Source: an optimization exercise on an open RTL-to-GDS flow (aim: small area and a short achievable clock period). Production flows keep margins and buffers that such runs may drop. At most, simulation tests tie the RTL to the original design; equivalence was not proved. No activity file was given, so power comes from the tool's default toggle rates.

## processor_top
module processor_top (
    input wire clk,
    input wire resetn,
    input wire [15:0] instruction_input,
    input wire mem_write,
    output wire [15:0] PC_out
);
For scale: about 3400 cells after synthesis, ~1400 flip-flops, about 0.053 mm2 of cells after synthesis.
clock: 15.0 ns
lec_check: 0
cap_margin: 20
core_margin: 2
core_utilization: 60
place_density: 0.66
slew_margin: 20
standard.sh (not shown) runs the stock make flow with config.mk's settings and CLKGATE_MAP_FILE= SYNTH_SCRIPT=/design/flow/synth_recipe.tcl, a recipe that flattens the netlist after the stock synthesis.
==> flow/flow/run.sh <==
#!/bin/bash
# The standard layout (the standard.sh: ORFS synthesis through finish), with timing repair
# asked to keep more setup slack than the clock period needs, so that it also shortens the paths
# that already meet the clock, and clock tree synthesis with larger sink clusters and without
# dummy loads. The clock, constraints and everything else are the standard flow's.
set -euo pipefail
bash standard.sh SETUP_SLACK_MARGIN=11 \
  "CTS_ARGS=-sink_clustering_enable -repair_clock_nets -dont_use_dummy_load -sink_clustering_size 36 -sink_clustering_max_diameter 65" \
  finish > make_finish.log 2>&1
The baseline ran to the end with no violations.
Rerun with:
--- a/flow/flow/run.sh
+++ b/flow/flow/run.sh
@@ -7 +7 @@
-bash standard.sh SETUP_SLACK_MARGIN=11 \
+bash standard.sh SETUP_SLACK_MARGIN=10.75 \
- CAP_MARGIN: 20 -> 10
- SLEW_MARGIN: 20 -> 10
The new run produced a clean layout; setup slack is worse by 15 ps; worst hold slack hardly moves; design area decreases by 0.72%; fmax is lower by 0.35%; via count shrinks by 1.8%; wire length shrinks by 2.3%.


## beta
processor_top, a different RTL version from the one above (not shown whole).
For scale: ~3400 cells after synthesis, about 35 I/O pins.
clock: 15.0 ns
lec_check: 0
cap_margin: 10
core_margin: 2
core_utilization: 65
place_density: 0.72
slew_margin: 10
==> flow/flow/run.sh <==
#!/bin/bash
# The standard layout (the standard.sh: ORFS synthesis through finish), with timing repair
# asked to keep more setup slack than the clock period needs, so that it also shortens the paths
# that already meet the clock, and clock tree synthesis with larger sink clusters and without
# dummy loads. The clock, constraints and everything else are the standard flow's.
set -euo pipefail
bash standard.sh SETUP_SLACK_MARGIN=10.75 \
  "CTS_ARGS=-sink_clustering_enable -repair_clock_nets -dont_use_dummy_load -sink_clustering_size 36 -sink_clustering_max_diameter 65" \
  finish > make_finish.log 2>&1
beta: all stages complete, timing, DRC and antenna checks passed
Edits applied to the flow inputs when going from beta to epsilon:
--- a/flow/config.mk
+++ b/flow/config.mk
@@ -6,7 +6,7 @@
 export NUM_CORES = 4
 export LEC_CHECK = 0
-export CAP_MARGIN = 10
+export CAP_MARGIN = 20
 export CORE_MARGIN = 2
-export CORE_UTILIZATION = 65
-export PLACE_DENSITY = 0.72
-export SLEW_MARGIN = 10
+export CORE_UTILIZATION = 60
+export PLACE_DENSITY = 0.66
+export SLEW_MARGIN = 20
==> notes.md <==
On total power of the final layout: between epsilon and beta, it ends up lower for beta.
Summary of epsilon over beta: detailed route wirelength on metal3 fell by 19%, layout overhead on the synthesized area went up.
Summary of epsilon over beta: total CTS buffers picked up an extra 9.8%, arrival time at the worst endpoint picked up an extra 3.46 ns, instance count on the critical path picked up an extra 7.


Starting RTL as in the previous note.
## processor_top
module processor_top (
    input wire clk,
    input wire resetn,
    input wire [15:0] instruction_input,
    input wire mem_write,
    output wire [15:0] PC_out
);
Settings: LEC_CHECK=0, CAP_MARGIN=10, CORE_MARGIN=2, CORE_UTILIZATION=55, SLEW_MARGIN=10; clock period 15.0 ns.
Scripts as last shown in full above: flow/flow/run.sh
The starting point produced a clean layout.
Edit:
- CAP_MARGIN: 10 -> 5
- SLEW_MARGIN: 10 -> 5
Outcome: The changed run finished clean; sequential power barely changes; count of clock-buffer cells in the layout stays the same; wire length does not change; cell area stays the same; core utilization does not change; fmax is unchanged; hold slack is unchanged; cell count stays the same.


old:
processor_top, a different RTL version from the one above (not shown whole).
Size in the first run: about 3,400 cells after synthesis, roughly 35 I/O pins, about 0.054 mm^2 of cells after synthesis.
==> flow/design.v (excerpt) <==
module processor_top (
    input wire clk,
    input wire resetn,
    input wire [15:0] instruction_input,
    input wire mem_write,
    output wire [15:0] PC_out
);
Settings: LEC_CHECK=0, CAP_MARGIN=20, CORE_MARGIN=2, CORE_UTILIZATION=40, SLEW_MARGIN=20; clock period 15.0 ns.
==> flow/flow/run.sh <==
#!/bin/bash
# The standard layout (the standard.sh: ORFS synthesis through finish), with timing repair
# asked to keep more setup slack than the clock period needs, so that it also shortens the paths
# that already meet the clock. The clock, constraints and everything else are the standard flow's.
set -euo pipefail
bash standard.sh SETUP_SLACK_MARGIN=10.8 finish > make_finish.log 2>&1
Relative to old, the following input files were edited for new:
Settings: setting CTS_BUF_LIST to sky130_fd_sc_hd__clkbuf_4 sky130_fd_sc_hd__clkbuf_8 for the first time; setting CTS_CLUSTER_SIZE to 30 for the first time.
==> flow/run.sh (new file) <==
#!/bin/bash
# synth_recipe.tcl (not shown) runs the flow's synth.tcl, then flattens the netlist and writes it again
# the make line also repeats each setting of config.mk as NAME=value (left out here)
make -C /OpenROAD-flow-scripts/flow DESIGN_CONFIG=/design/flow/config.mk WORK_HOME=/design/flow/orfs CLKGATE_MAP_FILE= SYNTH_SCRIPT=/design/flow/synth_recipe.tcl finish
removed: flow/flow/run.sh
removed: flow/standard.sh
## What came out
- | fraction of power consumed by sequential logic | new vs old | 2.0 points higher |
- new ended with less worst setup margin than old.
- old has a lower total length of routed wires than new.
- The register area of new and that of old are within noise of each other.
- Utilization after layout: old and new compared, lower one is new
- [new vs old] worst hold slack: higher in new
- new went all the way through synthesis, placement and routing and the layout is clean on timing, DRC and antenna.
- [new vs old] wire length of the first global-routing pass: higher in new
- Compare old and new | clock network latency to the later pin of the worst-skew pair higher: new
- In the tables for old and new, layout buffer count excluding clock buffers reads higher with old.
No functional check of the RTL was part of any run of this note.


Setup of build 69:
processor_top with an RTL version that a note above also has.
For scale: about 3,400 cells after synthesis, about 35 I/O pins, about 53,000 µm² of cells after synthesis.
export LEC_CHECK = 0
export CAP_MARGIN = 20
export CORE_MARGIN = 2
export CORE_UTILIZATION = 60
export PLACE_DENSITY = 0.66
export SLEW_MARGIN = 20
create_clock -name core_clock -period 15.0 [get_ports {clk}]
==> flow/flow/run.sh <==
#!/bin/bash
# The standard layout (the standard.sh: ORFS synthesis through finish), with timing repair
# asked to keep more setup slack than the clock period needs, so that it also shortens the paths
# that already meet the clock, and clock tree synthesis with larger sink clusters and without
# dummy loads. The clock, constraints and everything else are the standard flow's.
set -euo pipefail
bash standard.sh SETUP_SLACK_MARGIN=10.75 \
  "CTS_ARGS=-sink_clustering_enable -repair_clock_nets -dont_use_dummy_load -sink_clustering_size 36 -sink_clustering_max_diameter 65" \
  finish > make_finish.log 2>&1
Build 69 was carried through to the last stage, and its layout satisfied the timing, design-rule and antenna checks.
Setup changes, build 69 to build 51
# build 69
export LEC_CHECK = 0
export CAP_MARGIN = 20
export CORE_MARGIN = 2
export CORE_UTILIZATION = 60
export PLACE_DENSITY = 0.66
export SLEW_MARGIN = 20
create_clock -name core_clock -period 15.0 [get_ports {clk}]
# build 51
export LEC_CHECK = 0
export CAP_MARGIN = 20
export CORE_MARGIN = 2
export CORE_UTILIZATION = 58
export PLACE_DENSITY = 0.64
export SLEW_MARGIN = 20
create_clock -name core_clock -period 15.0 [get_ports {clk}]
Findings:
Build 51 finished end to end and its layout was clean on timing, DRC and antenna. For the clock skew, build 51 came in 0.016 ns higher than build 69 did. Core utilization: build 51 < build 69. Of the two candidates, build 69 has the better final area and build 51 the worse one. On build 51: final critical-path share of the clock period is 0.78 points higher than what build 69 gave. Sequential power: build 69 vs build 51 — no meaningful difference. [compare] base=build 69 new=build 51: worst setup slack after layout dropped 0.12 ns; buffering overhead held.
### build 51 -> build 32
# build 51
export LEC_CHECK = 0
export CAP_MARGIN = 20
export CORE_MARGIN = 2
export CORE_UTILIZATION = 58
export PLACE_DENSITY = 0.64
export SLEW_MARGIN = 20
create_clock -name core_clock -period 15.0 [get_ports {clk}]
# build 32
export LEC_CHECK = 0
export CAP_MARGIN = 20
export CORE_MARGIN = 2
export CORE_UTILIZATION = 65
export PLACE_DENSITY = 0.72
export SLEW_MARGIN = 20
create_clock -name core_clock -period 15.0 [get_ports {clk}]
--- a/flow/flow/run.sh
+++ b/flow/flow/run.sh
@@ -8 +8 @@
-  "CTS_ARGS=-sink_clustering_enable -repair_clock_nets -dont_use_dummy_load -sink_clustering_size 36 -sink_clustering_max_diameter 65" \
+  "CTS_ARGS=-sink_clustering_enable -repair_clock_nets -dont_use_dummy_load -sink_clustering_size 32 -sink_clustering_max_diameter 60" \
For number of cell rows, dividing the value from build 32 by the value from build 51 gives 0.946.
Taking build 51 as the reference, in build 32 routed wire length shrank by 5.3%; hold slack grew by 0.0057 ns; setup slack grew by 0.048 ns.
A launching element of the worst setup path of mem_write is what build 32 shows, while pc[4]$_DFFE_PN0P_ belongs to build 51.


The RTL this note starts from:
==> flow/design.v <==
`timescale 1ns / 1ps
module processor_top (
    input wire clk,
    input wire resetn,
    input wire [15:0] instruction_input,
    input wire mem_write,
    output wire [15:0] PC_out
);
    integer i;
    function [14:0] encode(input [15:0] ins);
        reg [2:0] cls;
        reg [3:0] sub;
        begin
            case (ins[15:12])
                4'b0101: cls = 3'b000;
                4'b0001: cls = 3'b001;
                4'b0010: cls = 3'b010;
                4'b0011: cls = 3'b011;
                4'b1001: cls = 3'b100;
                4'b1101: cls = 3'b101;
                4'b1111: cls = 3'b110;
                default: cls = 3'b111;
            endcase
            case (ins[15:12])
                4'b0000:
                    case (ins[7:4])
                        4'b0101: sub = 4'b0000;
                        4'b1001: sub = 4'b0001;
                        4'b0001: sub = 4'b0010;
                        4'b0011: sub = 4'b0100;
                        4'b1101: sub = 4'b0101;
                        4'b1011: sub = 4'b1110;
                        default: sub = 4'b0011;
                    endcase
                4'b1000:
                    case (ins[7:4])
                        4'b0000: sub = 4'b0111;
                        4'b0001: sub = 4'b1000;
                        default: sub = 4'b0110;
                    endcase
                4'b0100:
                    case (ins[7:4])
                        4'b0000: sub = 4'b1001;
                        4'b0100: sub = 4'b1010;
                        4'b1000: sub = 4'b1011;
                        4'b1100: sub = 4'b1100;
                        default: sub = 4'b1110;
                    endcase
                4'b1100: sub = 4'b1101;
                default: sub = 4'b1110;
            endcase
            encode = {cls, ins[11:8], (cls == 3'b111) ? sub : ins[7:4], ins[3:0]};
        end
    endfunction
    reg st_e, st_w;                  
    wire st_f = ~st_e & ~st_w;
    always @(posedge clk or negedge resetn) begin
        if (!resetn) begin
            st_e <= 1'b0;
            st_w <= 1'b0;
        end else begin
            st_e <= st_f;
            st_w <= st_e;
        end
    end
    reg  [15:0] pc;
    wire [15:0] pc_next;
    always @(posedge clk or negedge resetn) begin
        if (!resetn)
            pc <= 16'd0;
        else if (st_w)
            pc <= pc_next;
    end
    assign PC_out = pc;
    reg [14:0] imem [0:31];
    reg [4:0]  ra;
    wire [14:0] wenc = encode(instruction_input);
    always @(posedge clk) begin
        for (i = 0; i < 32; i = i + 1)
            if (mem_write && pc[4:0] == i)
                imem[i] <= wenc;
    end
    always @(posedge clk or negedge resetn) begin
        if (!resetn)
            ra <= 5'd0;
        else
            ra <= pc[4:0];
    end
    reg [14:0] imem_q;
    always @(*) begin
        imem_q = 15'd0;
        for (i = 0; i < 32; i = i + 1)
            imem_q = imem_q | ({15{ra == i}} & imem[i]);
    end
    reg  [14:0] ir;
    always @(posedge clk) begin
        if (st_f)
            ir <= imem_q;
    end
    wire [2:0] cls = ir[14:12];
    wire [3:0] sop = ir[7:4];
    wire [3:0] rd  = ir[11:8];
    wire [3:0] rs  = ir[3:0];
    wire       oth = (cls == 3'b111);
    wire is_sub  = (cls == 3'b100) | (oth & sop == 4'b0001);
    wire is_sext = (cls == 3'b000) | (cls == 3'b100);
    wire is_lui  = (cls == 3'b110);
    wire is_lshi = oth & (sop == 4'b0111 | sop == 4'b1000);
    wire c_sum   = (cls == 3'b000) | (cls == 3'b100) | (oth & (sop == 4'b0000 | sop == 4'b0001));
    wire c_and   = (cls == 3'b001) | (oth & sop == 4'b0010);
    wire c_or    = (cls == 3'b010) | (oth & sop == 4'b0011);
    wire c_xor   = (cls == 3'b011) | (oth & sop == 4'b0100);
    wire c_pass  = (cls == 3'b101) | is_lui | (oth & sop == 4'b0101);
    wire c_sh    = oth & (sop == 4'b0110 | sop == 4'b0111 | sop == 4'b1000);
    wire c_ld    = oth & (sop == 4'b1001);
    wire wen     = c_sum | c_and | c_xor | c_pass | c_sh | c_ld | c_or;
    reg [15:0] rf [0:15];
    reg [15:0] rv;
    wire [15:0] wd;
    wire        rf_we = st_w & wen;
    always @(posedge clk) begin
        for (i = 0; i < 16; i = i + 1)
            if (rf_we && rd == i)
                rf[i] <= wd;
    end
    always @(posedge clk or negedge resetn) begin
        if (!resetn)
            rv <= 16'd0;
        else
            for (i = 0; i < 16; i = i + 1)
                if (rf_we && rd == i)
                    rv[i] <= 1'b1;
    end
    reg [15:0] rdat_d, rdat_s;
    always @(*) begin
        rdat_d = 16'd0;
        rdat_s = 16'd0;
        for (i = 0; i < 16; i = i + 1) begin
            rdat_d = rdat_d | ({16{rd == i && rv[i]}} & rf[i]);
            rdat_s = rdat_s | ({16{rs == i && rv[i]}} & rf[i]);
        end
    end
    reg [15:0] A, B;
    reg        sub_q;                
    wire [15:0] yimm = is_lui  ? {ir[7:0], 8'h00} :
                       is_lshi ? {11'd0, sop[3], ir[3:0]} :
                                 {{8{is_sext & ir[7]}}, ir[7:0]};
    wire        use_imm = ~oth | is_lshi;
    wire [15:0] y = use_imm ? yimm : rdat_s;
    always @(posedge clk) begin
        A <= rdat_d;
        B <= is_sub ? ~y : y;
        sub_q <= is_sub;
    end
    reg [15:0] dmem [0:31];
    reg        sp;                   
    always @(posedge clk) begin
        sp <= st_e & oth & (sop == 4'b1010);
        for (i = 0; i < 32; i = i + 1)
            if (sp && B[4:0] == i)
                dmem[i] <= A;
    end
    reg [15:0] mdata;
    always @(*) begin
        mdata = 16'd0;
        for (i = 0; i < 32; i = i + 1)
            mdata = mdata | ({16{B[4:0] == i}} & dmem[i]);
    end
    wire z = ~|(A | B);
    reg  taken;
    always @(*) begin
        case (rd)
            4'd0, 4'd13: taken = z;
            4'd1, 4'd12: taken = ~z;
            4'd3, 4'd5, 4'd7, 4'd9, 4'd10, 4'd14: taken = 1'b1;
            default: taken = 1'b0;
        endcase
    end
    wire is_jal = oth & (sop == 4'b1011);
    wire is_jc  = oth & (sop == 4'b1100);
    wire is_bc  = oth & (sop == 4'b1101);
    wire jump   = is_jal | (is_jc & taken);
    wire inc    = ~(is_bc & taken) | ir[0];
    wire [15:0] pc_inc = pc + 16'd1;
    assign pc_next = jump ? B : (inc ? pc_inc : pc);
    wire [16:0] sum1 = {A, 1'b1} + {B, sub_q};
    wire [15:0] sum  = sum1[16:1];
    wire [31:0] shx = {16'd0, A} << {~B[4], B[3:0]};
    assign wd = ({16{c_sum}}  & sum)      |
                ({16{c_and}}  & (A & B))  |
                ({16{c_or}}   & (A | B))  |
                ({16{c_xor}}  & (A ^ B))  |
                ({16{c_pass}} & B)        |
                ({16{c_sh}}   & shx[31:16]) |
                ({16{c_ld}}   & mdata);
endmodule
export LEC_CHECK = 0
export CAP_MARGIN = 20
export CORE_MARGIN = 2
export CORE_UTILIZATION = 55
export GPL_TIMING_DRIVEN = 0
export SLEW_MARGIN = 20
create_clock -name core_clock -period 15.0 [get_ports {clk}]
==> flow/flow/run.sh <==
#!/bin/bash
# The standard layout (the standard.sh: ORFS synthesis through finish), with timing repair
# asked to keep more setup slack than the clock period needs, so that it also shortens the paths
# that already meet the clock, and clock tree synthesis with larger sink clusters and without
# dummy loads. The clock, constraints and everything else are the standard flow's.
set -euo pipefail
bash standard.sh SETUP_SLACK_MARGIN=10.75 \
  "CTS_ARGS=-sink_clustering_enable -repair_clock_nets -dont_use_dummy_load -sink_clustering_size 30 -sink_clustering_max_diameter 60" \
  finish > make_finish.log 2>&1
Edit:
==> flow/flow/run.sh (replaced) <==
#!/bin/bash
# The standard layout (the standard.sh: ORFS synthesis through finish), with timing repair
# asked to keep more setup slack than the clock period needs, so that it also shortens the paths
# that already meet the clock, and clock tree synthesis without dummy loads. The clock,
# constraints and everything else are the standard flow's.
set -euo pipefail
bash standard.sh SETUP_SLACK_MARGIN=11 \
  "CTS_ARGS=-sink_clustering_enable -repair_clock_nets -dont_use_dummy_load -sink_clustering_size 30 -sink_clustering_max_diameter 60" \
  finish > make_finish.log 2>&1
Settings changed: GPL_TIMING_DRIVEN 0 to default.
What happened: Global-route usage hardly moves; final area is lower slightly; synthesized area does not change; hold slack got worse by 0.032 ns.
Function was not checked in any run of this note: the RTL went through the layout flow alone.

## afterwards: timing with drivers on the ports
How much do the figures lean on ideal ports? The routed layouts below were timed once more, with nothing changed but the port constraints.
Step 1, drivers: a clkbuf_16 drives clk and a buf_2 each remaining input, both assumed.
Step 2 moves the port delays by t, midway between the first and last clock arrival at a register: inputs arrive t later, outputs are due t later. That takes back most of the time a late clock gives input paths.
Three values: ideal, step 1, step 2; two values: the first two.
run	t (ns)	setup slack, ns	latest minus earliest clock arrival (ns)
the first run of note 1	0.695	10.768 / 10.702 / 10.325	0.121 / 0.120
the second run of note 1	0.707	10.753 / 10.685 / 10.108	0.099 / 0.100
beta	0.739	10.716 / 10.647 / 10.104	0.105 / 0.105
epsilon	0.691	10.700 / 10.666 / 10.007	0.101 / 0.100
the first run of note 3	0.721	10.717 / 10.644 / 10.163	0.102 / 0.102
the second run of note 3	0.721	10.717 / 10.644 / 10.163	0.102 / 0.102
old	0.853	10.538 / 10.461 / 9.877	0.070 / 0.070
new	1.010	9.581 / 9.503 / 9.432	0.109 / 0.110
build 69	0.707	10.750 / 10.682 / 10.107	0.106 / 0.105
build 51	0.710	10.632 / 10.565 / 10.141	0.105 / 0.105
build 32	0.711	10.680 / 10.660 / 10.018	0.099 / 0.099
the first run of note 6	0.748	10.603 / 10.529 / 10.119	0.099 / 0.100
the second run of note 6	0.744	10.691 / 10.621 / 10.223	0.098 / 0.097
After both steps setup and hold are still met in every run listed. For epsilon, which loses most, drivers alone change the setup slack by -0.034 ns; drivers and shift together by -0.693 ns.
